Context: an optimization exercise on an open-source flow, tuned for small area, a short achievable clock period and few clock cycles per item. The choices shown serve that exercise and are no tape-out recipe. RTL that was checked went through simulation tests only; none was proved equivalent to the original. The RTL of runs 1 to 4 was laid out without a check of its function. Power and IR drop assume default switching activity.

[constraint.sdc]
create_clock -name core_clock -period 6.0 [get_ports {clk}]
set_input_delay 1.2000 -clock core_clock [delete_from_list [all_inputs] [get_ports {clk}]]
set_output_delay 1.2000 -clock core_clock [all_outputs]
set_load 0.01 [all_outputs]
[design.v]
module riscv_alu_div (
    input  logic        clk,
    input  logic        rst_n,
    input  logic        in_valid,
    input  logic [31:0] op_a,
    input  logic [31:0] op_b,
    input  logic [1:0]  opcode,    
    input  logic        out_ready,
    output logic        out_valid,
    output logic [31:0] result
  );
  logic st_idle, st_algn, st_step, st_done;
  logic [31:0] A, B, Q;
  logic [4:0]  cnt;
  logic        neg_res, cin, sel_a, n_inv, n_inc, a_inc;
  function automatic logic [5:0] lzc32(input logic [31:0] x);
    logic [15:0] v0; logic [15:0] c0;
    logic [7:0] v1; logic [1:0] c1 [8];
    logic [3:0] v2; logic [2:0] c2 [4];
    logic [1:0] v3; logic [3:0] c3 [2];
    logic v4; logic [4:0] c4;
    for (int i = 0; i < 16; i++) begin
      v0[i] = x[2*i+1] | x[2*i];
      c0[i] = ~x[2*i+1];
    end
    for (int i = 0; i < 8; i++) begin
      v1[i] = v0[2*i+1] | v0[2*i];
      c1[i] = v0[2*i+1] ? {1'b0, c0[2*i+1]} : {1'b1, c0[2*i]};
    end
    for (int i = 0; i < 4; i++) begin
      v2[i] = v1[2*i+1] | v1[2*i];
      c2[i] = v1[2*i+1] ? {1'b0, c1[2*i+1]} : {1'b1, c1[2*i]};
    end
    for (int i = 0; i < 2; i++) begin
      v3[i] = v2[2*i+1] | v2[2*i];
      c3[i] = v2[2*i+1] ? {1'b0, c2[2*i+1]} : {1'b1, c2[2*i]};
    end
    v4 = v3[1] | v3[0];
    c4 = v3[1] ? {1'b0, c3[1]} : {1'b1, c3[0]};
    lzc32 = {~v4, c4 & {5{v4}}};
  endfunction
  logic        in_an, in_bn, in_bz, quick;
  logic [31:0] in_ax, in_bx;
  logic [5:0]  in_lza, in_lzb;
  logic [6:0]  algn;
  assign in_an  = opcode[0] & op_a[31];
  assign in_bn  = opcode[0] & op_b[31];
  assign in_bz  = (op_b == 32'd0);
  assign in_ax  = op_a ^ {32{in_an}};    
  assign in_bx  = op_b ^ {32{in_bn}};    
  assign in_lza = lzc32(in_ax);
  assign in_lzb = lzc32({in_bx[31:1], 1'b1});
  assign algn   = {1'b0, in_lzb} - {1'b0, in_lza} + {6'b0, in_an};
  assign quick  = in_bz | algn[6];
  logic [31:0] n_in, n_out;
  assign n_in  = sel_a ? A : Q;
  logic [31:0] n_x, n_c;
  logic [7:0]  n_g;
  assign n_x = n_in ^ {32{n_inv}};
  always_comb begin : p_inc
    for (int g = 0; g < 8; g++) n_g[g] = &n_x[4*g+3 -: 4];
    for (int k = 0; k < 32; k++) begin
      n_c[k] = n_inc;
      for (int g = 0; g < k/4; g++) n_c[k] = n_c[k] & n_g[g];
      for (int j = (k/4)*4; j < k; j++) n_c[k] = n_c[k] & n_x[j];
    end
  end
  assign n_out = n_x ^ n_c;
  logic [31:0] sum;
  logic        qbit, last;
  wire [31:0] ad_g = A & B;
  wire [31:0] ad_p = A ^ B;
  wire ad_bg0_1 = ad_g[1] | (ad_p[1] & ad_g[0]);
  wire ad_bp0_1 = ad_p[1] & ad_p[0];
  wire ad_bg1_3 = ad_g[3] | (ad_p[3] & ad_g[2]);
  wire ad_bp1_3 = ad_p[3] & ad_p[2];
  wire ad_bg2_5 = ad_g[5] | (ad_p[5] & ad_g[4]);
  wire ad_bp2_5 = ad_p[5] & ad_p[4];
  wire ad_bg3_7 = ad_g[7] | (ad_p[7] & ad_g[6]);
  wire ad_bp3_7 = ad_p[7] & ad_p[6];
  wire ad_bg4_9 = ad_g[9] | (ad_p[9] & ad_g[8]);
  wire ad_bp4_9 = ad_p[9] & ad_p[8];
  wire ad_bg5_11 = ad_g[11] | (ad_p[11] & ad_g[10]);
  wire ad_bp5_11 = ad_p[11] & ad_p[10];
  wire ad_bg6_13 = ad_g[13] | (ad_p[13] & ad_g[12]);
  wire ad_bp6_13 = ad_p[13] & ad_p[12];
  wire ad_bg7_15 = ad_g[15] | (ad_p[15] & ad_g[14]);
  wire ad_bp7_15 = ad_p[15] & ad_p[14];
  wire ad_bg8_17 = ad_g[17] | (ad_p[17] & ad_g[16]);
  wire ad_bp8_17 = ad_p[17] & ad_p[16];
  wire ad_bg9_19 = ad_g[19] | (ad_p[19] & ad_g[18]);
  wire ad_bp9_19 = ad_p[19] & ad_p[18];
  wire ad_bg10_21 = ad_g[21] | (ad_p[21] & ad_g[20]);
  wire ad_bp10_21 = ad_p[21] & ad_p[20];
  wire ad_bg11_23 = ad_g[23] | (ad_p[23] & ad_g[22]);
  wire ad_bp11_23 = ad_p[23] & ad_p[22];
  wire ad_bg12_25 = ad_g[25] | (ad_p[25] & ad_g[24]);
  wire ad_bp12_25 = ad_p[25] & ad_p[24];
  wire ad_bg13_27 = ad_g[27] | (ad_p[27] & ad_g[26]);
  wire ad_bp13_27 = ad_p[27] & ad_p[26];
  wire ad_bg14_29 = ad_g[29] | (ad_p[29] & ad_g[28]);
  wire ad_bp14_29 = ad_p[29] & ad_p[28];
  wire ad_bg15_31 = ad_g[31] | (ad_p[31] & ad_g[30]);
  wire ad_bp15_31 = ad_p[31] & ad_p[30];
  wire adxg0 = ad_bg0_1 | (ad_bp0_1 & cin);
  wire adxp0 = ad_bp0_1 & 1'b0;
  wire adxg1 = ad_bg2_5 | (ad_bp2_5 & ad_bg1_3);
  wire adxp1 = ad_bp2_5 & ad_bp1_3;
  wire adxg2 = ad_bg4_9 | (ad_bp4_9 & ad_bg3_7);
  wire adxp2 = ad_bp4_9 & ad_bp3_7;
  wire adxg3 = ad_bg6_13 | (ad_bp6_13 & ad_bg5_11);
  wire adxp3 = ad_bp6_13 & ad_bp5_11;
  wire adxg4 = ad_bg8_17 | (ad_bp8_17 & ad_bg7_15);
  wire adxp4 = ad_bp8_17 & ad_bp7_15;
  wire adxg5 = ad_bg10_21 | (ad_bp10_21 & ad_bg9_19);
  wire adxp5 = ad_bp10_21 & ad_bp9_19;
  wire adxg6 = ad_bg12_25 | (ad_bp12_25 & ad_bg11_23);
  wire adxp6 = ad_bp12_25 & ad_bp11_23;
  wire adxg7 = ad_bg14_29 | (ad_bp14_29 & ad_bg13_27);
  wire adxp7 = ad_bp14_29 & ad_bp13_27;
  wire adxg8 = adxg1 | (adxp1 & adxg0);
  wire adxp8 = adxp1 & adxp0;
  wire adxg9 = adxg3 | (adxp3 & adxg2);
  wire adxp9 = adxp3 & adxp2;
  wire adxg10 = adxg5 | (adxp5 & adxg4);
  wire adxp10 = adxp5 & adxp4;
  wire adxg11 = adxg7 | (adxp7 & adxg6);
  wire adxp11 = adxp7 & adxp6;
  wire adxg12 = adxg9 | (adxp9 & adxg8);
  wire adxp12 = adxp9 & adxp8;
  wire adxg13 = adxg11 | (adxp11 & adxg10);
  wire adxp13 = adxp11 & adxp10;
  wire adxg14 = adxg13 | (adxp13 & adxg12);
  wire adxp14 = adxp13 & adxp12;
  wire adxg15 = adxg10 | (adxp10 & adxg12);
  wire adxp15 = adxp10 & adxp12;
  wire adxg16 = adxg2 | (adxp2 & adxg8);
  wire adxp16 = adxp2 & adxp8;
  wire adxg17 = adxg4 | (adxp4 & adxg12);
  wire adxp17 = adxp4 & adxp12;
  wire adxg18 = adxg6 | (adxp6 & adxg15);
  wire adxp18 = adxp6 & adxp15;
  wire adxg19 = ad_bg1_3 | (ad_bp1_3 & adxg0);
  wire adxp19 = ad_bp1_3 & adxp0;
  wire adxg20 = ad_bg3_7 | (ad_bp3_7 & adxg8);
  wire adxp20 = ad_bp3_7 & adxp8;
  wire adxg21 = ad_bg5_11 | (ad_bp5_11 & adxg16);
  wire adxp21 = ad_bp5_11 & adxp16;
  wire adxg22 = ad_bg7_15 | (ad_bp7_15 & adxg12);
  wire adxp22 = ad_bp7_15 & adxp12;
  wire adxg23 = ad_bg9_19 | (ad_bp9_19 & adxg17);
  wire adxp23 = ad_bp9_19 & adxp17;
  wire adxg24 = ad_bg11_23 | (ad_bp11_23 & adxg15);
  wire adxp24 = ad_bp11_23 & adxp15;
  wire adxg25 = ad_bg13_27 | (ad_bp13_27 & adxg18);
  wire adxp25 = ad_bp13_27 & adxp18;
  wire adxg26 = ad_bg15_31 | (ad_bp15_31 & adxg14);
  wire adxp26 = ad_bp15_31 & adxp14;
  wire ad_c1 = ad_g[0] | (ad_p[0] & cin);
  wire ad_c3 = ad_g[2] | (ad_p[2] & adxg0);
  wire ad_c5 = ad_g[4] | (ad_p[4] & adxg19);
  wire ad_c7 = ad_g[6] | (ad_p[6] & adxg8);
  wire ad_c9 = ad_g[8] | (ad_p[8] & adxg20);
  wire ad_c11 = ad_g[10] | (ad_p[10] & adxg16);
  wire ad_c13 = ad_g[12] | (ad_p[12] & adxg21);
  wire ad_c15 = ad_g[14] | (ad_p[14] & adxg12);
  wire ad_c17 = ad_g[16] | (ad_p[16] & adxg22);
  wire ad_c19 = ad_g[18] | (ad_p[18] & adxg17);
  wire ad_c21 = ad_g[20] | (ad_p[20] & adxg23);
  wire ad_c23 = ad_g[22] | (ad_p[22] & adxg15);
  wire ad_c25 = ad_g[24] | (ad_p[24] & adxg24);
  wire ad_c27 = ad_g[26] | (ad_p[26] & adxg18);
  wire ad_c29 = ad_g[28] | (ad_p[28] & adxg25);
  wire ad_c31 = ad_g[30] | (ad_p[30] & adxg14);
  assign sum = {ad_p[31] ^ ad_c31, ad_p[30] ^ adxg14, ad_p[29] ^ ad_c29, ad_p[28] ^ adxg25, ad_p[27] ^ ad_c27, ad_p[26] ^ adxg18, ad_p[25] ^ ad_c25, ad_p[24] ^ adxg24, ad_p[23] ^ ad_c23, ad_p[22] ^ adxg15, ad_p[21] ^ ad_c21, ad_p[20] ^ adxg23, ad_p[19] ^ ad_c19, ad_p[18] ^ adxg17, ad_p[17] ^ ad_c17, ad_p[16] ^ adxg22, ad_p[15] ^ ad_c15, ad_p[14] ^ adxg12, ad_p[13] ^ ad_c13, ad_p[12] ^ adxg21, ad_p[11] ^ ad_c11, ad_p[10] ^ adxg16, ad_p[9] ^ ad_c9, ad_p[8] ^ adxg20, ad_p[7] ^ ad_c7, ad_p[6] ^ adxg8, ad_p[5] ^ ad_c5, ad_p[4] ^ adxg19, ad_p[3] ^ ad_c3, ad_p[2] ^ adxg0, ad_p[1] ^ ad_c1, ad_p[0] ^ cin};
  assign qbit = adxg26;
  assign last = (cnt == 5'd0);
  always_ff @(posedge clk or negedge rst_n) begin
    if (!rst_n) begin
      st_idle <= 1'b1;
      st_algn <= 1'b0;
      st_step <= 1'b0;
      st_done <= 1'b0;
    end else begin
      st_idle <= (st_idle & ~in_valid) | (st_done & out_ready);
      st_algn <= st_idle & in_valid & ~quick;
      st_step <= st_algn | (st_step & ~last);
      st_done <= (st_idle & in_valid & quick) | (st_step & last) | (st_done & ~out_ready);
    end
  end
  always_ff @(posedge clk) begin
    if (st_idle) begin
      A       <= in_ax;
      B       <= ~in_bx;
      Q       <= {32{in_bz}};
      cnt     <= algn[4:0];
      neg_res <= opcode[0] & (opcode[1] ? in_an : (in_an ^ in_bn) & ~in_bz);
      cin     <= ~in_bn;
      sel_a   <= opcode[1] | ~quick;
      n_inv   <= quick & opcode[1] & in_an;
      n_inc   <= ~quick & in_an;
      a_inc   <= opcode[1];
    end else if (st_algn) begin
      A       <= n_out;
      B       <= (B << cnt) | ({32{cin}} & ~({32{1'b1}} << cnt));
      sel_a   <= a_inc;
      n_inv   <= neg_res;
      n_inc   <= neg_res;
    end else if (st_step) begin
      if (qbit) A <= sum;
      B   <= {1'b1, B[31:1]};
      Q   <= {Q[30:0], qbit};
      cnt <= cnt - 5'd1;
    end
  end
  assign result    = n_out;
  assign out_valid = st_done;
endmodule
module riscv_div (
    input  logic        clk,
    input  logic        rst_n,
    input  logic        in_valid,
    input  logic [31:0] op_a,       
    input  logic [31:0] op_b,       
    input  logic [1:0]  opcode,     
    input  logic        out_ready,
    output logic        out_valid,
    output logic [31:0] result
  );
  riscv_alu_div div_i (
    .clk       ( clk       ),
    .rst_n     ( rst_n     ),
    .in_valid  ( in_valid  ),
    .op_a      ( op_a      ),
    .op_b      ( op_b      ),
    .opcode    ( opcode    ),
    .out_ready ( out_ready ),
    .out_valid ( out_valid ),
    .result    ( result    )
  );
endmodule
[run.sh]
#!/bin/bash
# synth_recipe.tcl (not shown) runs the flow's synth.tcl, then flattens the netlist and writes it again
# the make line also repeats each setting of config.mk as NAME=value (left out here)
make -C /OpenROAD-flow-scripts/flow DESIGN_CONFIG=/design/flow/config.mk WORK_HOME=/design/flow/orfs CLKGATE_MAP_FILE= SYNTH_SCRIPT=/design/flow/synth_recipe.tcl finish
[config.mk]
export PLATFORM = sky130hd
export DESIGN_NAME = riscv_div
export DESIGN_NICKNAME = riscv_div
export VERILOG_FILES = /design/flow/design.v
export SDC_FILE = /design/flow/constraint.sdc
export NUM_CORES = 4
export LEC_CHECK = 0
export CAP_MARGIN = 20
export CORE_MARGIN = 2
export CORE_UTILIZATION = 65
export PLACE_DENSITY = 0.75
export SETUP_SLACK_MARGIN = 1.5
export SLEW_MARGIN = 20
==> impl_metrics.yaml, run 1 <==
synthesis:
  synth-seq-cells: 111
  synth_nets: 1448
  yosysUniqueCellTypes: 78
  avgSynthCellArea_um2: 9.05
  synth_area_mm2: 0.0117
  synth_warnings: 7
  syn_inst: 1290
  synth_flop_cell: "edfxtp_1"
  ys_async_sr_fraction: 0.0360
  yosysSeqAreaShare: 0.284
  synth-edff-count: 107
sta:
  tns_ps: 0
  rsz0062_at_grt: "true"
  drv_slew: 0
  worst_pin_slew_ps: 848
  final-setup-viol-count: 0
  skew_ps: 10.2
  relSlewSlack: 0.433
  timing.fmax_ghz: 0.209
  finalCritPeriodShare: 0.799
  period_needed_ps: 4790
  hold_viol: 0
critical_path:
  slowest_stage: "clkdlybuf4s50_1"
  r2r-start: "div_i.B[1]"
  crit_type: "flip-flop to primary output"
  setup.worst_path.start_class: "flip-flop"
  r2r_setup_slack_ps: 1900
  startpoint: "div_i.sel_a"
  crit_buf_inv: 4
  cp.arrival_ps: 3590
  critPathMaxFanout: 4
  critPathTopFamily: "buffers and inverters"
  r2r_cells: 12
  slowest_delay_ps: 590
  required_ps: 4800
  r2r_end: "div_i.A[25]"
  path_common_cell: "ha_1"
  crit_path_end_kind: "primary output"
  worstPathCellList: "buf_6, buf_6, mux2i_1, xor2_1, or4b_4, buf_4, nor3_1, ha_1, ha_1, ha_1, xor2_1, clkdlybuf4s50_1"
pwr:
  ir_worst_vdd_mv: 0.487
  power_density_mw_per_mm2: 658
  power.leakage_nw: 5.57
  total_power_w: 0.00921
run:
  maxCapViolations: 0
placement:
  gp_congestion: 1.04
  port_buffers: 102
  place_inst: 1559
  hpwl_um: 27700
floorplan:
  initial_core_util: 0.656
  die_h_um: 138
  core_area_mm2: 0.0178
  top_level_ports: 103
  die-area_mm2: 0.0190
  core.rowCount: 49
  die_x_um: 138
global_routing:
  grt_max_degree: 83
  grt_usage: 0.406
  grt_overflow_total: 0
  grt_pass1_vias: 10600
  grt_pass1_wl_um: 60400
  antenna_found_initial: 1
routing:
  wl_per_cell_um: 24.8
  vias_per_cell: 7.02
  drt_iter0_markers: 1477
  firstDrtPassIters: 6
  drt-total-wl_um: 40100
  ant_nets: 0
  vias: 11300
  drc: 0
final_layout:
  multi_input_area_mm2: 0.00817
  final_nets: 1539
  drive_gt1_frac: 0.172
  seq_area_mm2: 0.00332
  layout_commonest_cell: "edfxtp_1"
  stdcell_count: 1615
  mostFrequentLayoutCells: "107 x edfxtp_1, 98 x xnor2_1, 93 x nand2_1, 78 x a21oi_1, 77 x inv_1"
  nFillCells: 1218
  syn_to_final_growth_pct: 19.9
  n_antenna_cell: 0
clock_tree:
  cts_tree: "done"
  cts_buffers: 9
  ctsLongestPathBuffers: 2
  clkTransAtPathRegs_ps: 80
  cts_max_level: 3
  worstSkewPairLatency_ps: 380
  cts.sinks: 111
  cts-root-buf: "clkbuf_16"
min_path:
  hold_path.class: "flip-flop to flip-flop"
  holdCritStartpoint: "div_i.st_done"
  min_to: "div_i.st_idle"
  hold_depth: 2
status:
  status: "finished clean"
[metal layers]
metal	vias up	part of all wire	track usage
met2	817	0.44	0.604
met4	0	0.051	0.183
met5	-	0	0
met3	156	0.13	0.107
met1	5393	0.38	0.560
li1	4967	-	-
[cell usage after synthesis (4+ instances only)]
library cell,count,share of area
nor3_1,16,0.0069
a22oi_1,8,0.0051
o211ai_1,14,0.0090
mux2i_1,69,0.059
o221ai_1,6,0.0045
a21oi_1,82,0.035
and3_1,7,0.0038
a21o_1,15,0.0096
or4_1,6,0.0039
o21ai_1,50,0.021
nand3_1,28,0.012
nor2_1,77,0.025
buf_1,15,0.0048
or2_2,4,0.0021
a221o_1,6,0.0051
nand4_1,13,0.0070
a221oi_1,13,0.0098
a31oi_1,19,0.010
mux2_2,18,0.017
mux4_2,28,0.054
clkbuf_1,45,0.014
o21ai_0,69,0.030
buf_2,25,0.011
xor2_1,16,0.012
o22ai_1,12,0.0064
o21a_1,4,0.0026
nand2_1,97,0.031
o311ai_0,4,0.0030
edfxtp_1,107,0.28
o31ai_1,5,0.0032
and4_1,5,0.0038
fa_1,17,0.029
and2_1,8,0.0043
xnor2_1,101,0.076
a211oi_1,29,0.019
nand2b_1,16,0.0086
nor2b_1,16,0.0086
o311a_1,4,0.0034
inv_1,81,0.026
nor4_1,7,0.0038
ha_1,71,0.076
[per-stage QoR]
step                 util  cell area [um^2]  hold slack (ps)  setup WS (ps)
floorplan               -             11700              534           1510
global placement    0.722             12800              550            584
detailed placement  0.723             12900              547            435
CTS                 0.763             13600              579           1320
global route        0.787             14000              598           1110
finish              0.787             14000              599           1210
[registers in the layout, summed over array words and instances (netlist names), 5 cells and up]
register and count:
div_i.B 32, div_i.Q 32, div_i.A 32, div_i.cnt 5
[how the worst max path moves through the flow]
stage / slack, ps / end / cells after the start
finish: 1210 / result[11] / 12
global route: 1110 / result[31] / 14
CTS: 1320 / result[31] / 14
detailed placement: 440 / div_i.n_inv / 18
global placement: 580 / div_i.n_inv / 18
floorplan: 1510 / div_i.n_inv / 19
[power by group]
| group | leakage [nW] | internal, W | total [W] | switching, W |
|---|---|---|---|---|
| Sequential | 1.09 | 0.00165 | 0.00225 | 0.000595 |
| Combinational | 4.33 | 0.00276 | 0.00631 | 0.00355 |
| Clock | 0.153 | 0.000331 | 0.000650 | 0.000320 |
[repair_timing]
item	CTS	global route
pin swaps	21	24
cloned	2	1
setup buffers	20	17
resized for setup	102	125
endpoints found under the setup margin	30	25
hold buffers	0	0
[area by class of cell]
type	count	share of cell area
Timing Repair Buffer	166	0.113
Clock inverter	7	0.00590
Sequential cell	111	0.237
Tap cell	229	0.0205
Multi-Input combinational cell	1006	0.584
Clock buffer	9	0.0161
Inverter	87	0.0236
[cell families (layout without fill, tap and decap cells)]
family,Yosys count,count (layout),share of synthesized area
xor+xnor,118,118,0.0892
mux,115,115,0.131
buf+inv,175,269,0.0602
compound gates,365,365,0.196
fa+ha+maj,88,88,0.105
simple gates,318,320,0.135
flops,111,111,0.284
[tightest hold or removal path: cells and delay by family (launching register included)]
kind / cells / cell delay, ps
flops: 1 / 440
simple gates: 1 / 90
compound gates: 1 / 70
==> run 2: changes to the inputs <==
--- a/config.mk
+++ b/config.mk
@@ -7,7 +7,7 @@
 export LEC_CHECK = 0
 export CAP_MARGIN = 20
 export CORE_MARGIN = 2
-export CORE_UTILIZATION = 65
-export PLACE_DENSITY = 0.75
+export CORE_UTILIZATION = 40
+export PLACE_DENSITY = 0.6
 export SETUP_SLACK_MARGIN = 1.5
 export SLEW_MARGIN = 20
==> run 2 against run 1 <==
- clock skew increased by 11 ps
- first-iteration DRC count decreased by 24%
- sequential cell count unchanged
- critical path depth increased by 1
- clock power increased by 3%
- critical endpoint is now result[31]
==> impl_metrics.yaml, run 2 <==
run:
  maxCapViolations: 0
pwr:
  p_comb_frac: 0.673
  p_sw_w: 0.00424
  power.internal_w: 0.00469
  ir_worst_vdd_mv: 0.265
  power_density_mw_per_mm2: 628
  switching_share: 0.475
  pwr-share-clk: 0.075
  pwr-share-seq: 0.252
  power.leakage_nw: 5.57
  total_power_w: 0.00893
final_layout:
  top_regs: "div_i.A: 32 flops, div_i.B: 32 flops, div_i.Q: 32 flops"
  final_nets: 1548
  drive_gt1_frac: 0.174
  layout_commonest_cell: "edfxtp_1"
  mostFrequentLayoutCells: "107 x edfxtp_1, 97 x xnor2_1, 92 x nand2_1, 79 x inv_1, 78 x a21oi_1"
  n_antenna_cell: 0
  syn_to_final_growth_pct: 21.9
synthesis:
  synth_nets: 1448
  synth_flop_cell: "edfxtp_1"
  yosysUniqueCellTypes: 78
  avgSynthCellArea_um2: 9.05
  syn_inst: 1290
  synth_warnings: 7
  synth_area_leader_cell: "edfxtp_1"
  yosys.area.top_type_share: 0.275
  ys_top_cells_by_area: "edfxtp_1 28%, ha_1 7.6%, xnor2_1 7.6%"
  synth_area_mm2: 0.0117
  yosysMostFrequentCell: "edfxtp_1"
  yosysSeqAreaShare: 0.284
  synth-seq-cells: 111
  synthTopCellsByCount: "107 x edfxtp_1, 101 x xnor2_1, 97 x nand2_1"
  ys_async_sr_fraction: 0.0360
  synth-edff-count: 107
critical_path:
  r2r_cells: 16
  crit_path_end_kind: "primary output"
  cp.arrival_ps: 3530
  critPathMaxFanout: 4
  crit_type: "flip-flop to primary output"
  required_ps: 4800
  r2r_end: "div_i.A[31]"
  r2r_setup_slack_ps: 2080
  r2r-start: "div_i.sel_a"
  setup.worst_path.start_class: "flip-flop"
routing:
  drt-total-wl_um: 39200
  wl_per_cell_um: 22.0
  firstDrtPassIters: 6
  drt_iter0_markers: 1122
  vias_per_cell: 6.03
  drc: 0
  ant_nets: 0
  vias: 10700
placement:
  gp_congestion: 0.948
  dp_slack_ps: 333
  hpwl_um: 28500
  port_buffers: 102
sta:
  rsz0062_at_grt: "true"
  hold_viol: 0
  drv_slew: 0
  period_needed_ps: 4730
  finalCritPeriodShare: 0.788
  tns_ps: 0
  worst_pin_slew_ps: 1110
  final.setup.worst_slack_ps: 1270
  final-setup-viol-count: 0
  skew_ps: 21.1
  timing.fmax_ghz: 0.212
  relSlewSlack: 0.258
clock_tree:
  worstSkewPairLatency_ps: 380
  cts_tree: "done"
  ctsLongestPathBuffers: 2
  cts-root-buf: "clkbuf_16"
  cts_max_level: 3
  clkTransAtPathRegs_ps: 80
  cts_buffers: 9
  cts.sinks: 111
status:
  status: "finished clean"
global_routing:
  grt_pass1_vias: 10300
  antenna_found_initial: 0
  grt_usage: 0.253
  grt_overflow_total: 0
  grt_max_degree: 73
  grt_pass1_wl_um: 60200
floorplan:
  die_h_um: 175
  initial_core_util: 0.407
  top_level_ports: 103
  core.rowCount: 62
  core_area_mm2: 0.0287
  die_x_um: 175
  die-area_mm2: 0.0306
min_path:
  hold_depth: 2
  hold_path.class: "flip-flop to flip-flop"
  min_to: "div_i.st_done"
  holdCritStartpoint: "div_i.st_done"
-- run 2: power by group through the flow --
stage          combinational, W  sequential [W]  clock (W)
2_1_floorplan           0.00425         0.00194          0
3_3_place_gp            0.00567         0.00226          0
3_5_place_dp            0.00576         0.00226          0
4_1_cts                 0.00590         0.00224   0.000673
5_1_grt                 0.00663         0.00230   0.000700
6_report                0.00601         0.00225   0.000668
-- run 2: cells by family after synthesis --
family	share of synthesized area
compound gates	0.196
xor+xnor	0.0892
fa+ha+maj	0.105
buf+inv	0.0602
flops	0.284
mux	0.131
simple gates	0.135
-- run 2: how the worst max path moves through the flow --
stage	slack [ps]	start	to	cells after the start
CTS	1260	div_i.sel_a	result[31]	13
floorplan	1510	opcode[0]	div_i.n_inv	19
global placement	550	op_a[23]	div_i.n_inv	18
detailed placement	330	op_a[23]	div_i.n_inv	18
global route	1130	div_i.sel_a	result[31]	13
finish	1270	div_i.sel_a	result[31]	13
-- run 2: critical path, cell delays in order (launching register included) --
cell      delay [ps]
edfxtp_1         480
buf_6            180
mux2i_4          180
xnor2_2          180
or4b_4           520
nor4_4           250
nand2_2          180
nor4_4           230
ha_4             200
ha_4             140
ha_4             150
xor2_4           170
xnor2_2          150
buf_2            170
-- run 2: metrics by stage --
stage | hold WS, ps | utilization | cells | cell area [um^2]
global route | 617 | 0.496 | 1779 | 14200
CTS | 582 | 0.486 | 1768 | 13900
global placement | 569 | 0.454 | 1714 | 13000
finish | 589 | 0.496 | 1779 | 14200
detailed placement | 559 | 0.454 | 1714 | 13000
floorplan | 534 | - | 1290 | 11700
-- run 2: what timing repair did --
action | in CTS | in global routing
pin swaps | 27 | 23
hold buffers | 0 | 0
gates resized for setup | 125 | 87
buffers inserted | 36 | 11
hold endpoints to repair | 0 | 0
setup endpoints to repair | 30 | 27
gates cloned | 2 | 0
-- run 2: routing by layer --
layer,vias up,part of all wire,GRT usage
li1,4984,-,-
met1,5190,0.45,0.362
met2,488,0.46,0.405
met3,63,0.070,0.0305
met4,0,0.020,0.0677
met5,-,0,0
-- run 2: layout make-up --
class                      instances  area (um^2)
clock inverter                     7         90.1
inverter                          87          333
sequential                       111         3320
clock buffer                       9          225
tap                              384          480
multi-input combinational       1004         8170
fill                            2741        14500
timing repair buffer             177         1620
==> run 3: changes to the inputs <==
--- a/design.v
+++ b/design.v
@@ -55,15 +55,14 @@
   logic [31:0] n_in, n_out;
   assign n_in  = sel_a ? A : Q;
   logic [31:0] n_x, n_c;
-  logic [7:0]  n_g;
+  logic [31:0] n_p [6];
   assign n_x = n_in ^ {32{n_inv}};
   always_comb begin : p_inc
-    for (int g = 0; g < 8; g++) n_g[g] = &n_x[4*g+3 -: 4];
-    for (int k = 0; k < 32; k++) begin
-      n_c[k] = n_inc;
-      for (int g = 0; g < k/4; g++) n_c[k] = n_c[k] & n_g[g];
-      for (int j = (k/4)*4; j < k; j++) n_c[k] = n_c[k] & n_x[j];
-    end
+    n_p[0] = {n_x[30:0], n_inc};
+    for (int l = 0; l < 5; l++)
+      for (int k = 0; k < 32; k++)
+        n_p[l+1][k] = ((k >> l) & 1) ? (n_p[l][k] & n_p[l][((k >> l) << l) - 1]) : n_p[l][k];
+    n_c = n_p[5];
   end
   assign n_out = n_x ^ n_c;
   logic [31:0] sum;
--- a/config.mk
+++ b/config.mk
@@ -9,5 +9,5 @@
 export CORE_MARGIN = 2
 export CORE_UTILIZATION = 40
 export PLACE_DENSITY = 0.6
-export SETUP_SLACK_MARGIN = 1.5
+export SETUP_SLACK_MARGIN = 2.0
 export SLEW_MARGIN = 20
==> run 3 against run 2 <==
- largest power group unchanged
- utilization up 2.9 points
- synthesized cell count up 10%
- clock-buffer cell count unchanged
- synthesized area up 5.0%
- final area up 12%
- non-clock buffer count up 48
- power up 4.1%
- setup slack better by 240 ps
- sequential power about the same
- routed wire length up 14%
- global-route usage up 2.2 points
- highest routed layer unchanged
==> impl_metrics.yaml, run 3 <==
critical_path:
  setup.worst_path.start_class: "flip-flop"
  path_depth: 9
  r2r_setup_slack_ps: 2260
  crit_type: "flip-flop to primary output"
  path_common_cell: "buf_12"
  worstPathCellList: "buf_12, buf_12, mux2i_1, o211a_1, o21ai_2, or2_4, or4_4, xnor2_4, buf_6"
  critPathTopFamily: "simple AND/OR/NAND/NOR gates"
  critPathMaxFanout: 5
  cp.arrival_ps: 3290
  crit_end: "result[25]"
  startpoint: "div_i.sel_a"
  crit_path_end_kind: "primary output"
  crit_buf_inv: 3
  r2r_cells: 14
  r2r_end: "div_i.A[31]"
  required_ps: 4800
  slowest_delay_ps: 530
  slowest_stage: "edfxtp_1"
  r2r-start: "div_i.B[2]"
placement:
  gp_congestion: 0.919
  port_buffers: 102
  hpwl_um: 30400
  place_inst: 1842
sta:
  tns_ps: 0
  worst_pin_slew_ps: 951
  relSlewSlack: 0.364
  hold_viol: 0
  timing.fmax_ghz: 0.223
  skew_ps: 23.0
  final-setup-viol-count: 0
  whs_ps: 496
  period_needed_ps: 4490
  drv_slew: 0
  finalCritPeriodShare: 0.748
  rsz0062_at_grt: "true"
run:
  maxCapViolations: 0
routing:
  drt_iter0_markers: 1150
  drt-total-wl_um: 44700
  vias_per_cell: 6.13
  ant_nets: 0
  wl_per_cell_um: 22.8
  drc: 0
  firstDrtPassIters: 5
  vias: 12000
pwr:
  ir_worst_vdd_mv: 0.261
  power_density_mw_per_mm2: 584
  power.leakage_nw: 6.22
clock_tree:
  worstSkewPairLatency_ps: 390
  cts_tree: "done"
  cts_max_level: 3
  cts.hold.buffers_added: 0
  cts-root-buf: "clkbuf_16"
  cts.sinks: 111
  cts_buffers: 9
  ctsLongestPathBuffers: 2
  clkTransAtPathRegs_ps: 80
floorplan:
  initial_core_util: 0.404
  top_level_ports: 103
  die-area_mm2: 0.0321
  die_h_um: 179
  core_area_mm2: 0.0303
  die_x_um: 179
  core.rowCount: 64
status:
  status: "finished clean"
global_routing:
  grt_max_degree: 77
  antenna_found_initial: 0
  grt_pass1_vias: 11400
  grt_pass1_wl_um: 67100
  grt_usage: 0.275
  grt_overflow_total: 0
final_layout:
  syn_to_final_growth_pct: 29.9
  stdcell_count: 1963
  utilization: 0.525
  final_nets: 1701
  mostFrequentLayoutCells: "132 x o21ai_0, 110 x nand2_1, 107 x edfxtp_1, 95 x nor2_1, 93 x xnor2_1"
  drive_gt1_frac: 0.246
  top_regs: "div_i.A: 32 flops, div_i.B: 32 flops, div_i.Q: 32 flops"
  n_antenna_cell: 0
  layout_commonest_cell: "o21ai_0"
synthesis:
  synth_warnings: 8
  synth-edff-count: 107
  yosysMostFrequentCell: "o21ai_0"
  synth-seq-cells: 111
  synth_nets: 1558
  synthTopCellsByCount: "145 x o21ai_0, 119 x nand2_1, 109 x xnor2_1"
  avgSynthCellArea_um2: 8.64
  ys_async_sr_fraction: 0.0360
  yosys.area.top_type_share: 0.262
  syn_inst: 1419
  synth_area_mm2: 0.0123
  synth_flop_cell: "edfxtp_1"
  yosysSeqAreaShare: 0.270
  ys_top_cells_by_area: "edfxtp_1 26%, xnor2_1 7.8%, o21ai_0 5.9%"
  yosysUniqueCellTypes: 84
  synth_area_leader_cell: "edfxtp_1"
min_path:
  hold_path.class: "flip-flop to flip-flop"
==> run 3: cell count changes in the layout (fill, tap and decap cells not counted), sizes merged, moves of 12 or more <==
cell           delta
dlygate4sd2      +12
clkdlybuf4s50    -27
nor2             +24
nand2            +21
a211oi           -12
a211o            +13
ha               -19
dlymetal6s2s     -18
buf              +75
o21ai            +26
==> run 3: repair_timing <==
action / CTS / global route
resized for setup: 354 / 86
pin swaps: 75 / 55
endpoints found under the setup margin: 39 / 35
setup buffers: 67 / 29
cloned: 8 / 0
==> run 3: per-stage QoR <==
step	power [W]	instance area, um^2	setup WS (ps)
3_3_place_gp	0.00776	13700	453
6_report	0.00930	15900	1510
4_1_cts	0.00895	15300	1490
5_1_grt	0.00992	15900	1380
3_5_place_dp	0.00787	13700	374
2_1_floorplan	0.00609	12400	1510
==> run 3: worst min-delay path, cell delays in order (launching register included) <==
cell and delay [ps]:
dfrtp_1 350, nand2_1 50, nand2_1 60
==> run 3: worst min-delay path by stage <==
stage | slack (ps) | from | endpoint | depth (start not counted)
after floorplan | 450 | div_i.st_step | div_i.st_step | 2
after global placement | 460 | div_i.st_step | div_i.st_step | 2
after detailed placement | 480 | div_i.st_step | div_i.st_step | 2
after CTS | 490 | div_i.st_step | div_i.st_step | 2
after global routing | 510 | div_i.st_step | div_i.st_step | 2
final | 500 | div_i.st_step | div_i.st_step | 2
==> run 3: cell families (layout without fill, tap and decap cells) <==
| kind of cell | count (synthesis) | count (layout) | share of synthesized area |
|---|---|---|---|
| xor+xnor | 135 | 135 | 0.0977 |
| buf+inv | 189 | 335 | 0.0623 |
| mux | 98 | 98 | 0.108 |
| fa+ha+maj | 69 | 69 | 0.0808 |
| simple gates | 384 | 386 | 0.152 |
| flops | 111 | 111 | 0.270 |
| compound gates | 433 | 433 | 0.229 |
==> run 3: area by class of cell <==
| type | instances | area, um^2 |
|---|---|---|
| flip-flops and latches | 111 | 3320 |
| well taps | 396 | 495 |
| clock buffers | 9 | 225 |
| multi-input cells | 1121 | 9240 |
| repair buffers | 225 | 2140 |
| repair inverters | 1 | 8.76 |
| fillers | 2782 | 14400 |
| clock inverters | 7 | 111 |
| inverters | 93 | 392 |
==> run 3: per-layer routing <==
layer	track usage	part of all wire	vias to the layer above
li1	-	-	5517
met1	0.387	0.43	5843
met5	0	0	-
met3	0.0341	0.071	104
met4	0.0759	0.029	0
met2	0.442	0.47	571
==> run 3: report_power, final <==
part / leakage, nW / total (W) / switching (W) / internal, W
Sequential: 1.06 / 0.00223 / 0.000618 / 0.00162
Combinational: 4.99 / 0.00635 / 0.00343 / 0.00292
Clock: 0.164 / 0.000714 / 0.000337 / 0.000377
==> run 4: changes to the inputs <==
--- a/config.mk
+++ b/config.mk
@@ -9,5 +9,5 @@
 export CORE_MARGIN = 2
 export CORE_UTILIZATION = 40
 export PLACE_DENSITY = 0.6
-export SETUP_SLACK_MARGIN = 2.0
+export SETUP_SLACK_MARGIN = 2.5
 export SLEW_MARGIN = 20
==> run 4 against run 3 <==
- still clean
- via count grew 0.47%
- sequential cell count is the same
- clock-buffer cell count grew 1
- clock skew shrank 8.5 ps
- synthesized area is the same
- sequential share of layout area shrank 0.14 points
- register-to-register slack gained 280 ps
- cell count grew 0.71%
- critical path type unchanged
- largest cell class unchanged
- largest power group unchanged
==> impl_metrics.yaml, run 4 <==
synthesis:
  synth_top_family_by_area: "compound AO/OA/AOI/OAI gates"
  synthMuxAreaShare: 0.108
  synth_flop_cell: "edfxtp_1"
  yosysMostFrequentCell: "o21ai_0"
  synth_xor_area_frac: 0.0977
  synth-edff-count: 107
  synth_compound_area_frac: 0.229
  ys_async_sr_fraction: 0.0360
  synth_area_mm2: 0.0123
  synthTopCellsByCount: "145 x o21ai_0, 119 x nand2_1, 109 x xnor2_1"
  synth_nets: 1558
  syn_inst: 1419
  synth_warnings: 8
  synthAdderAreaFrac: 0.0808
  synth-seq-cells: 111
  synth_area_leader_cell: "edfxtp_1"
  yosysSeqAreaShare: 0.270
  synth_simple_gate_area_frac: 0.152
  yosysUniqueCellTypes: 84
  ys_top_cells_by_area: "edfxtp_1 26%, xnor2_1 7.8%, o21ai_0 5.9%"
  yosys.area.top_type_share: 0.262
  avgSynthCellArea_um2: 8.64
routing:
  ant_nets: 0
  drc: 0
  wl_per_cell_um: 22.5
  firstDrtPassIters: 5
  drt_iter0_markers: 1139
  vias: 12100
  drt-total-wl_um: 44400
  vias_per_cell: 6.12
sta:
  period_needed_ps: 4450
  relSlewSlack: 0.348
  hold_viol: 0
  timing.fmax_ghz: 0.224
  final.setup.worst_slack_ps: 1550
  finalCritPeriodShare: 0.742
  drv_slew: 0
  tns_ps: 0
  worst_pin_slew_ps: 974
  skew_ps: 14.4
  rsz0062_at_grt: "true"
  final-setup-viol-count: 0
clock_tree:
  cts-root-buf: "clkbuf_16"
  cts_tree: "done"
  cts_buffers: 9
  cts_max_level: 3
  ctsLongestPathBuffers: 2
  cts.sinks: 111
  worstSkewPairLatency_ps: 380
  clkTransAtPathRegs_ps: 80
critical_path:
  slowest_delay_ps: 530
  r2r_cells: 15
  slowest_stage: "or4_4"
  cp.arrival_ps: 3250
  worstPathCellList: "buf_4, buf_4, nand4b_1, a21oi_1, o21ai_2, or2_4, or4_4, xnor2_4, buf_6"
  critPathTopFamily: "simple AND/OR/NAND/NOR gates"
  crit_buf_inv: 3
  crit_type: "flip-flop to primary output"
  critPathMaxFanout: 22
  required_ps: 4800
  setup.worst_path.start_class: "flip-flop"
  path_common_cell: "buf_4"
  crit_path_end_kind: "primary output"
  path_depth: 9
global_routing:
  grt_usage: 0.279
  antenna_found_initial: 1
  grt_max_degree: 78
  grt_pass1_wl_um: 68200
  grt_pass1_vias: 11600
  grt_overflow_total: 0
floorplan:
  die_x_um: 179
  top_level_ports: 103
  core.rowCount: 64
  core_area_mm2: 0.0303
  initial_core_util: 0.404
  die-area_mm2: 0.0321
  die_h_um: 179
pwr:
  power_density_mw_per_mm2: 589
  p_sw_w: 0.00443
  switching_share: 0.469
  pwr-share-clk: 0.069
  total_power_w: 0.00944
  p_comb_frac: 0.695
  pwr-share-seq: 0.236
  ir_worst_vdd_mv: 0.288
  power.internal_w: 0.00501
  power.leakage_nw: 6.23
min_path:
  hold_path.class: "flip-flop to flip-flop"
  hold_depth: 2
final_layout:
  syn_to_final_growth_pct: 30.8
  top_regs: "div_i.A: 32 flops, div_i.B: 32 flops, div_i.Q: 32 flops"
  drive_gt1_frac: 0.269
  layout_commonest_cell: "o21ai_0"
  seq_area_mm2: 0.00332
  n_antenna_cell: 0
  nFillCells: 2768
  final_nets: 1715
  utilization: 0.528
  multi_input_area_mm2: 0.00934
  mostFrequentLayoutCells: "131 x o21ai_0, 112 x nand2_1, 107 x edfxtp_1, 95 x buf_4, 94 x nor2_1"
placement:
  hpwl_um: 30700
  port_buffers: 102
  dp_slack_ps: 364
  gp_congestion: 0.939
status:
  status: "finished clean"
run:
  maxCapViolations: 0
==> run 4: final timing paths <==
path | start | endpoint | slack, ps
min in group asynchronous | rst_n | div_i.st_algn | 1040
max | div_i.n_inv | result[25] | 1550
max reg2reg | div_i.A[2] | div_i.A[29] | 2540
min reg2reg | div_i.st_step | div_i.st_step | 480
min | div_i.st_step | div_i.st_step | 480
max in group asynchronous | rst_n | div_i.st_idle | 4710
==> run 4: layout make-up <==
class                           count  area share
Timing Repair Buffer              238       0.136
Tap cell                          396      0.0309
Multi-Input combinational cell   1122       0.582
Inverter                           93      0.0244
Timing Repair inverter              1    0.000546
Sequential cell                   111       0.207
Clock buffer                       10      0.0143
Clock inverter                      6     0.00429
==> run 4: kinds of logic (layout without fill, tap and decap cells) <==
group | count (synthesis) | in the layout
multiplexers | 98 | 98
AO/OA/AOI/OAI | 433 | 433
AND/OR/NAND/NOR | 384 | 387
XOR/XNOR | 135 | 135
flip-flops | 111 | 111
adder cells (fa/ha/maj) | 69 | 69
buffers and inverters | 189 | 348
==> run 4: worst min-delay path: stages (launching register included) <==
cell and delay [ps]:
dfrtp_1 340, nand2_1 50, nand2_1 60
==> run 4: routing by layer <==
layer / GRT usage / vias to the layer above / wire [um]
met2: 0.439 / 561 / 20300
li1: - / 5539 / -
met5: 0 / - / 12
met4: 0.0959 / 2 / 1400
met3: 0.0532 / 80 / 3630
met1: 0.385 / 5910 / 19100
==> run 4: power groups by stage <==
stage	sequential [W]	combinational, W	clock [W]
4_1_cts	0.00223	0.00615	0.000649
3_5_place_dp	0.00226	0.00568	0
2_1_floorplan	0.00193	0.00424	0
5_1_grt	0.00227	0.00716	0.000675
3_3_place_gp	0.00225	0.00560	0
6_report	0.00223	0.00656	0.000648
==> run 4: what timing repair did <==
action	in CTS	in global routing
setup buffers	89	21
pin swaps	76	53
resized for setup	353	90
setup endpoints to repair	48	54
cloned	8	0
endpoints found under the hold margin	0	0
hold buffers	0	0
==> run 4: through the flow <==
stage	hold WS, ps	cell area, um^2	cells
final	483	16000	1977
after CTS	487	15500	1954
after global routing	505	16000	1977
after detailed placement	469	13900	1841
after global placement	459	13900	1841
after floorplan	447	12800	1419
==> run 5: changes to the inputs <==
--- a/design.v
+++ b/design.v
@@ -9,10 +9,10 @@
     output logic        out_valid,
     output logic [31:0] result
   );
-  logic st_idle, st_algn, st_step, st_done;
+  logic st_idle, st_algn, st_step, st_fix, st_done;
   logic [31:0] A, B, Q;
   logic [4:0]  cnt;
-  logic        neg_res, cin, sel_a, n_inv, n_inc, a_inc;
+  logic        neg_res, cin, sel_a, sel_o, n_inv, n_inc, a_inc, q_fix;
   function automatic logic [5:0] lzc32(input logic [31:0] x);
     logic [15:0] v0; logic [15:0] c0;
     logic [7:0] v1; logic [1:0] c1 [8];
@@ -40,6 +40,7 @@
     lzc32 = {~v4, c4 & {5{v4}}};
   endfunction
   logic        in_an, in_bn, in_bz, quick;
+  assign q_fix = opcode[1] & in_an;
   logic [31:0] in_ax, in_bx;
   logic [5:0]  in_lza, in_lzb;
   logic [6:0]  algn;
@@ -55,14 +56,15 @@
   logic [31:0] n_in, n_out;
   assign n_in  = sel_a ? A : Q;
   logic [31:0] n_x, n_c;
-  logic [31:0] n_p [6];
+  logic [7:0]  n_g;
   assign n_x = n_in ^ {32{n_inv}};
   always_comb begin : p_inc
-    n_p[0] = {n_x[30:0], n_inc};
-    for (int l = 0; l < 5; l++)
-      for (int k = 0; k < 32; k++)
-        n_p[l+1][k] = ((k >> l) & 1) ? (n_p[l][k] & n_p[l][((k >> l) << l) - 1]) : n_p[l][k];
-    n_c = n_p[5];
+    for (int g = 0; g < 8; g++) n_g[g] = &n_x[4*g+3 -: 4];
+    for (int k = 0; k < 32; k++) begin
+      n_c[k] = n_inc;
+      for (int g = 0; g < k/4; g++) n_c[k] = n_c[k] & n_g[g];
+      for (int j = (k/4)*4; j < k; j++) n_c[k] = n_c[k] & n_x[j];
+    end
   end
   assign n_out = n_x ^ n_c;
   logic [31:0] sum;
@@ -179,40 +181,51 @@
       st_idle <= 1'b1;
       st_algn <= 1'b0;
       st_step <= 1'b0;
+      st_fix  <= 1'b0;
       st_done <= 1'b0;
     end else begin
       st_idle <= (st_idle & ~in_valid) | (st_done & out_ready);
       st_algn <= st_idle & in_valid & ~quick;
       st_step <= st_algn | (st_step & ~last);
-      st_done <= (st_idle & in_valid & quick) | (st_step & last) | (st_done & ~out_ready);
+      st_fix  <= (st_idle & in_valid & quick & q_fix) | (st_step & last & neg_res);
+      st_done <= (st_idle & in_valid & quick & ~q_fix) | (st_step & last & ~neg_res) | st_fix | (st_done & ~out_ready);
     end
   end
   always_ff @(posedge clk) begin
     if (st_idle) begin
       A       <= in_ax;
-      B       <= ~in_bx;
       Q       <= {32{in_bz}};
       cnt     <= algn[4:0];
       neg_res <= opcode[0] & (opcode[1] ? in_an : (in_an ^ in_bn) & ~in_bz);
       cin     <= ~in_bn;
-      sel_a   <= opcode[1] | ~quick;
-      n_inv   <= quick & opcode[1] & in_an;
+      sel_a   <= 1'b1;
+      n_inv   <= quick;
       n_inc   <= ~quick & in_an;
+      sel_o   <= opcode[1];
       a_inc   <= opcode[1];
     end else if (st_algn) begin
       A       <= n_out;
-      B       <= (B << cnt) | ({32{cin}} & ~({32{1'b1}} << cnt));
       sel_a   <= a_inc;
       n_inv   <= neg_res;
       n_inc   <= neg_res;
     end else if (st_step) begin
       if (qbit) A <= sum;
-      B   <= {1'b1, B[31:1]};
       Q   <= {Q[30:0], qbit};
       cnt <= cnt - 5'd1;
-    end
-  end
-  assign result    = n_out;
+    end else if (st_fix) begin
+      Q     <= n_out;
+      sel_o <= 1'b0;
+    end
+  end
+  always_ff @(posedge clk) begin
+    if (st_idle)
+      B <= ~in_bx;
+    else if (st_algn)
+      B <= (B << cnt) | ({32{cin}} & ~({32{1'b1}} << cnt));
+    else
+      B <= {1'b1, B[31:1]};
+  end
+  assign result    = sel_o ? A : Q;
   assign out_valid = st_done;
 endmodule
 module riscv_div (
--- a/config.mk
+++ b/config.mk
@@ -9,5 +9,5 @@
 export CORE_MARGIN = 2
 export CORE_UTILIZATION = 40
 export PLACE_DENSITY = 0.6
-export SETUP_SLACK_MARGIN = 2.5
+export SETUP_SLACK_MARGIN = 2.0
 export SLEW_MARGIN = 20
==> run 5 against run 4 <==
- routed wire length down 0.11%
- global-route usage down 0.25 points
- synthesized area up 0.26%
- power up 0.98%
- non-clock buffer count down 53
- via count down 1.7%
- critical path depth up 8
- setup slack better by 380 ps
- clock-buffer cell count up 8
==> impl_metrics.yaml, run 5 <==
sta:
  rsz0062_at_grt: "true"
  hold_viol: 0
  drv_slew: 0
  final.setup.worst_slack_ps: 1920
  tns_ps: 0
  skew_ps: 18.2
  final-setup-viol-count: 0
  relSlewSlack: 0.263
  worst_pin_slew_ps: 1100
  period_needed_ps: 4080
  finalCritPeriodShare: 0.679
  timing.fmax_ghz: 0.245
  whs_ps: 511
clock_tree:
  clkTransAtPathRegs_ps: 60
  cts_buffers: 17
  cts.sinks: 113
  cts_max_level: 4
  worstSkewPairLatency_ps: 440
  cts.hold.buffers_added: 0
  cts-root-buf: "clkbuf_16"
  ctsLongestPathBuffers: 2
  cts_tree: "done"
synthesis:
  avgSynthCellArea_um2: 8.69
  yosysSeqAreaShare: 0.248
  yosysUniqueCellTypes: 85
  syn_inst: 1414
  synth_nets: 1572
  synthTopCellsByCount: "138 x nand2_1, 116 x a21oi_1, 104 x xnor2_1"
  synth-edff-count: 76
  synth_area_leader_cell: "edfxtp_1"
  synth-seq-cells: 113
  yosys.area.top_type_share: 0.186
  synth_flop_cell: "edfxtp_1"
  ys_async_sr_fraction: 0.0442
  yosysMostFrequentCell: "nand2_1"
  synth_warnings: 7
  synth_area_mm2: 0.0123
  ys_top_cells_by_area: "edfxtp_1 19%, mux2i_1 7.9%, xnor2_1 7.4%"
final_layout:
  stdcell_count: 1929
  layout_commonest_cell: "nand2_1"
  final_nets: 1678
  n_antenna_cell: 0
  nFillCells: 2932
  drive_gt1_frac: 0.186
  top_regs: "div_i.A: 32 flops, div_i.B: 32 flops, div_i.Q: 32 flops"
  syn_to_final_growth_pct: 21.6
  mostFrequentLayoutCells: "132 x nand2_1, 112 x a21oi_1, 103 x xnor2_1, 97 x mux2i_1, 80 x nor2_1"
placement:
  port_buffers: 102
  gp_congestion: 0.979
  dp_slack_ps: 580
  place_inst: 1838
  hpwl_um: 31000
global_routing:
  grt_overflow_total: 0
  grt_pass1_vias: 11100
  antenna_found_initial: 0
  grt_usage: 0.277
  grt_pass1_wl_um: 67300
  grt_max_degree: 68
routing:
  drc: 0
  wl_per_cell_um: 23.0
  firstDrtPassIters: 6
  drt_iter0_markers: 1163
  ant_nets: 0
  vias_per_cell: 6.16
  vias: 11900
  drt-total-wl_um: 44400
critical_path:
  slowest_delay_ps: 540
  required_ps: 6370
  crit_type: "input pin to flip-flop"
  slowest_stage: "clkdlybuf4s50_1"
  crit_path_end_kind: "flip-flop"
  cp.arrival_ps: 4440
  critPathMaxFanout: 4
  r2r_setup_slack_ps: 2190
  setup.worst_path.start_class: "input pin"
  path_common_cell: "o21ai_1"
  worstPathCellList: "clkdlybuf4s50_1, nor2_1, o311ai_1, o21a_1, o22ai_2, a211oi_2, nor4_2, ha_1, inv_2, fa_2, nor2b_1, o21ai_1, a21oi_1, o21ai_1, a21oi_2, buf_4, and3_4"
run:
  maxCapViolations: 0
pwr:
  power_density_mw_per_mm2: 638
  ir_worst_vdd_mv: 0.328
  power.leakage_nw: 5.89
  total_power_w: 0.00953
floorplan:
  die_x_um: 179
  top_level_ports: 103
  die-area_mm2: 0.0321
  core_area_mm2: 0.0304
  core.rowCount: 64
  initial_core_util: 0.404
  die_h_um: 179
min_path:
  hold_path.class: "flip-flop to flip-flop"
status:
  status: "finished clean"
==> run 5: power breakdown <==
group	internal (W)	switching, W
Combinational	0.00271	0.00349
Sequential	0.00159	0.000633
Clock	0.000693	0.000421
Total	0.00499	0.00454
==> run 5: logic make-up (layout without fill, tap and decap cells) <==
family                   after synthesis  in the layout  share of synthesized area
XOR/XNOR                             118            118                     0.0847
buffers and inverters                150            269                     0.0533
adder cells (fa/ha/maj)               88             88                      0.100
flip-flops                           113            113                      0.248
AO/OA/AOI/OAI                        401            401                      0.204
multiplexers                         160            160                      0.158
AND/OR/NAND/NOR                      384            384                      0.152
==> run 5: final timing paths <==
| path | cells after the start | start | endpoint |
|---|---|---|---|
| worst max-delay path | 17 | op_b[2] | div_i.st_algn |
| worst min-delay path | 2 | div_i.a_inc | div_i.sel_a |
| worst max register to register | 14 | div_i.n_inv | div_i.A[31] |
| worst min register to register | 2 | div_i.a_inc | div_i.sel_a |
| max in group asynchronous | 1 | rst_n | div_i.st_idle |
| min in group asynchronous | 1 | rst_n | div_i.st_done |
==> run 5: per-layer routing <==
layer / up-vias / GRT usage / routed length [um]
met1: 5786 / 0.393 / 19600
met2: 536 / 0.417 / 19600
met5: - / 0 / 0
li1: 5467 / - / -
met3: 98 / 0.0441 / 3520
met4: 0 / 0.115 / 1650
==> run 5: timing repair <==
item / 4_1_cts / 5_1_grt
cloned: 0 / 0
endpoints found under the hold margin: 0 / 0
setup endpoints to repair: 11 / 17
setup buffers: 51 / 8
gates resized for setup: 158 / 53
pin swaps: 38 / 36
==> run 5: final cells by class <==
class / instances / area (um^2) / share of cell area
Clock buffer: 18 / 429 / 0.0287
Clock inverter: 14 / 190 / 0.0127
Timing Repair Buffer: 185 / 1600 / 0.107
Tap cell: 396 / 495 / 0.0332
Sequential cell: 113 / 3060 / 0.205
Multi-Input combinational cell: 1151 / 8970 / 0.600
Inverter: 52 / 198 / 0.0132
==> run 5: worst max-delay path, delay by kind of cell <==
| family | cells | cell delay, ps |
|---|---|---|
| adder cells (fa/ha/maj) | 2 | 720 |
| AO/OA/AOI/OAI | 8 | 1330 |
| buffers and inverters | 3 | 740 |
| AND/OR/NAND/NOR | 4 | 440 |
==> run 5: through the flow <==
step / cell area, um^2 / utilization
detailed placement: 13600 / 0.447
floorplan: 12300 / -
global route: 14900 / 0.491
CTS: 14800 / 0.485
global placement: 13600 / 0.447
finish: 14900 / 0.491
Testbench counts of run 5, summed over its fixed seeds: cycles 27,308, items 3,200.
==> run 6: changes to the inputs <==
--- a/config.mk
+++ b/config.mk
@@ -9,5 +9,5 @@
 export CORE_MARGIN = 2
 export CORE_UTILIZATION = 40
 export PLACE_DENSITY = 0.6
-export SETUP_SLACK_MARGIN = 2.0
+export SETUP_SLACK_MARGIN = 1.5
 export SLEW_MARGIN = 20
==> run 6 against run 5 <==
- global-route usage shrank 1.1 points
- combinational power decreased by 2%
- sequential share of layout area increased by 0.63 points
- largest power group unchanged
- final area shrank 3.1%
- critical path type unchanged
- cell count decreased by 2.4%
- critical endpoint is now div_i.n_inv
- maximum frequency shrank 7.1%
==> impl_metrics.yaml, run 6 <==
status:
  status: "finished clean"
sta:
  finalCritPeriodShare: 0.731
  tns_ps: 0
  drv_slew: 0
  period_needed_ps: 4380
  timing.fmax_ghz: 0.228
  rsz0062_at_grt: "false"
  relSlewSlack: 0.274
  worst_pin_slew_ps: 1090
  final-setup-viol-count: 0
  skew_ps: 14.5
  hold_viol: 0
clock_tree:
  cts-root-buf: "clkbuf_16"
  cts_buffers: 17
  ctsLongestPathBuffers: 2
  cts_max_level: 4
  cts.hold.buffers_added: 0
  cts.sinks: 113
  clkTransAtPathRegs_ps: 60
  cts_tree: "done"
  worstSkewPairLatency_ps: 430
placement:
  gp_congestion: 0.961
  hpwl_um: 30400
  port_buffers: 102
routing:
  drc: 0
  drt_iter0_markers: 1148
  drt-total-wl_um: 42500
  ant_nets: 0
  vias: 11600
  firstDrtPassIters: 6
  vias_per_cell: 6.17
  wl_per_cell_um: 22.6
final_layout:
  nFillCells: 2923
  utilization: 0.476
  syn_to_final_growth_pct: 17.8
  layout_commonest_cell: "nand2_1"
  final_nets: 1631
  n_antenna_cell: 0
  drive_gt1_frac: 0.133
  mostFrequentLayoutCells: "133 x nand2_1, 114 x a21oi_1, 104 x xnor2_1, 97 x mux2i_1, 80 x nor2_1"
  top_regs: "div_i.A: 32 flops, div_i.B: 32 flops, div_i.Q: 32 flops"
critical_path:
  crit_type: "input pin to flip-flop"
  crit_path_end_kind: "flip-flop"
  critPathMaxFanout: 4
  setup.worst_path.start_class: "input pin"
  required_ps: 6150
  cp.arrival_ps: 4540
global_routing:
  grt_usage: 0.266
  antenna_found_initial: 0
  grt_pass1_vias: 10900
  grt_pass1_wl_um: 65200
  grt_max_degree: 80
  grt_overflow_total: 0
synthesis:
  synth_flop_cell: "edfxtp_1"
  ys_top_cells_by_area: "edfxtp_1 19%, mux2i_1 7.9%, xnor2_1 7.4%"
  yosys.area.top_type_share: 0.186
  synth_warnings: 7
  ys_async_sr_fraction: 0.0442
  synthTopCellsByCount: "138 x nand2_1, 116 x a21oi_1, 104 x xnor2_1"
  yosysSeqAreaShare: 0.248
  synth_area_mm2: 0.0123
  yosysMostFrequentCell: "nand2_1"
  synth_nets: 1572
  synth-seq-cells: 113
  synth-edff-count: 76
  syn_inst: 1414
  yosysUniqueCellTypes: 85
  synth_area_leader_cell: "edfxtp_1"
  avgSynthCellArea_um2: 8.69
floorplan:
  initial_core_util: 0.404
  die_h_um: 179
  core.rowCount: 64
  top_level_ports: 103
  die_x_um: 179
  core_area_mm2: 0.0304
  die-area_mm2: 0.0321
min_path:
  hold_path.class: "flip-flop to flip-flop"
pwr:
  power_density_mw_per_mm2: 647
  power.leakage_nw: 5.63
  ir_worst_vdd_mv: 0.290
run:
  maxCapViolations: 0
[run 6: cell types whose count changed in the layout (fill, tap and decap cells not counted), sizes merged]
cell           previous run  this run
buf                      96        36
clkdlybuf4s50            44        73
dlygate4sd2              21         8
clkdlybuf4s15             8         0
dlymetal6s2s              8        14
clkbuf                   26        31
bufinv                    4         1
clkinv                    6         4
clkinvlp                  5         4
[run 6: timing repair]
action	CTS	global route
gates resized for setup	43	62
hold endpoints to repair	0	0
cloned	1	0
setup endpoints to repair	6	6
setup buffers	6	4
pin swaps	7	19
[run 6: layout make-up]
| class | instances | area, um^2 | share of cell area |
|---|---|---|---|
| Inverter | 52 | 195 | 0.0135 |
| Clock inverter | 8 | 73.8 | 0.00510 |
| Multi-Input combinational cell | 1151 | 8840 | 0.610 |
| Tap cell | 396 | 495 | 0.0342 |
| Sequential cell | 113 | 3060 | 0.211 |
| Clock buffer | 24 | 524 | 0.0362 |
| Timing Repair Buffer | 138 | 1300 | 0.0898 |
[run 6: power breakdown]
group | internal [W] | switching, W
logic | 0.00267 | 0.00337
clock network | 0.000650 | 0.000395
registers | 0.00159 | 0.000692
[run 6: path summary, 6_finish.rpt]
kind / to / from / depth (start not counted) / slack (ps)
hold / removal: div_i.sel_a / div_i.a_inc / 2 / 470
min in group asynchronous: div_i.st_done / rst_n / 1 / 1020
setup / recovery: div_i.n_inv / op_a[4] / 17 / 1620
setup reg to reg: div_i.A[31] / div_i.n_inv / 14 / 1890
max in group asynchronous: div_i.st_idle / rst_n / 1 / 4710
hold reg to reg: div_i.sel_a / div_i.a_inc / 2 / 470
[run 6: through the flow]
stage | hold slack, ps | setup WS (ps) | area (um^2) | instances | total power (W)
2_1_floorplan | 438 | 1590 | 12300 | 1414 | 0.00646
3_3_place_gp | 444 | 627 | 13500 | 1839 | 0.00812
3_5_place_dp | 453 | 571 | 13500 | 1839 | 0.00820
4_1_cts | 467 | 1550 | 14300 | 1878 | 0.00929
5_1_grt | 510 | 1460 | 14500 | 1882 | 0.0101
6_report | 466 | 1620 | 14500 | 1882 | 0.00937
[run 6: worst max-delay path, cell delays in order]
cell and delay [ps]:
clkdlybuf4s50_1 540, nand2_1 150, o32ai_4 400, o311ai_2 170, a21oi_2 210, o31ai_2 90, ha_1 270, inv_1 70
ha_2 180, inv_2 40, fa_2 390, nor2b_1 120, o21ai_1 100, a21oi_1 180, o21ai_1 110, a21oi_2 220
o21bai_1 80
[run 6: per-layer routing]
metal / up-vias / GRT usage / wire, um
met1: 5556 / 0.377 / 18700
met2: 578 / 0.398 / 18500
met3: 100 / 0.0560 / 3760
li1: 5387 / - / -
met4: 0 / 0.0934 / 1430
met5: - / 0 / 0
[run 6: cells by family (layout without fill, tap and decap cells)]
kind of cell | after synthesis | after routing | synth area share
and+or+nand+nor | 384 | 384 | 0.152
AOI/OAI and AO/OA | 401 | 401 | 0.204
muxes | 160 | 160 | 0.158
DFF | 113 | 113 | 0.248
adders and majority gates | 88 | 88 | 0.100
buffers and inverters | 150 | 222 | 0.0533
xor gates and xnor gates | 118 | 118 | 0.0847

==> static timing again, ports no longer ideal <==
In the flow no input, the clock included, has a driving cell. The finished layouts below were timed again as built, in two steps. Step 1, drivers: a clkbuf_16 drives clk and a buf_2 each remaining input, both assumed. Step 2 adds t to the input delays and takes it off the output delays; t is the mean of the earliest and latest rising clock arrival at the registers after step 1. Input paths then give back, and output paths get back, about the clock's delay inside the block. Three values: no drivers, after step 1, after step 2; two values: the first two.
| run | t (ns) | setup WS [ns] | worst hold slack (ns) |
|---|---|---|---|
| run 1 | 0.419 | 1.205 / 1.158 / 1.050 | 0.599 / 0.599 / 0.599 |
| run 2 | 0.414 | 1.272 / 1.222 / 1.205 | 0.589 / 0.589 / 0.589 |
| run 3 | 0.422 | 1.509 / 1.463 / 1.174 | 0.496 / 0.496 / 0.496 |
| run 4 | 0.423 | 1.545 / 1.498 / 1.337 | 0.483 / 0.483 / 0.483 |
| run 5 | 0.484 | 1.925 / 1.946 / 1.462 | 0.511 / 0.511 / 0.511 |
| run 6 | 0.469 | 1.615 / 1.634 / 1.165 | 0.466 / 0.466 / 0.466 |
After both steps setup and hold are still met in every run listed. For run 5, which loses most, drivers alone change the setup slack by +0.021 ns; drivers and shift together by -0.463 ns.
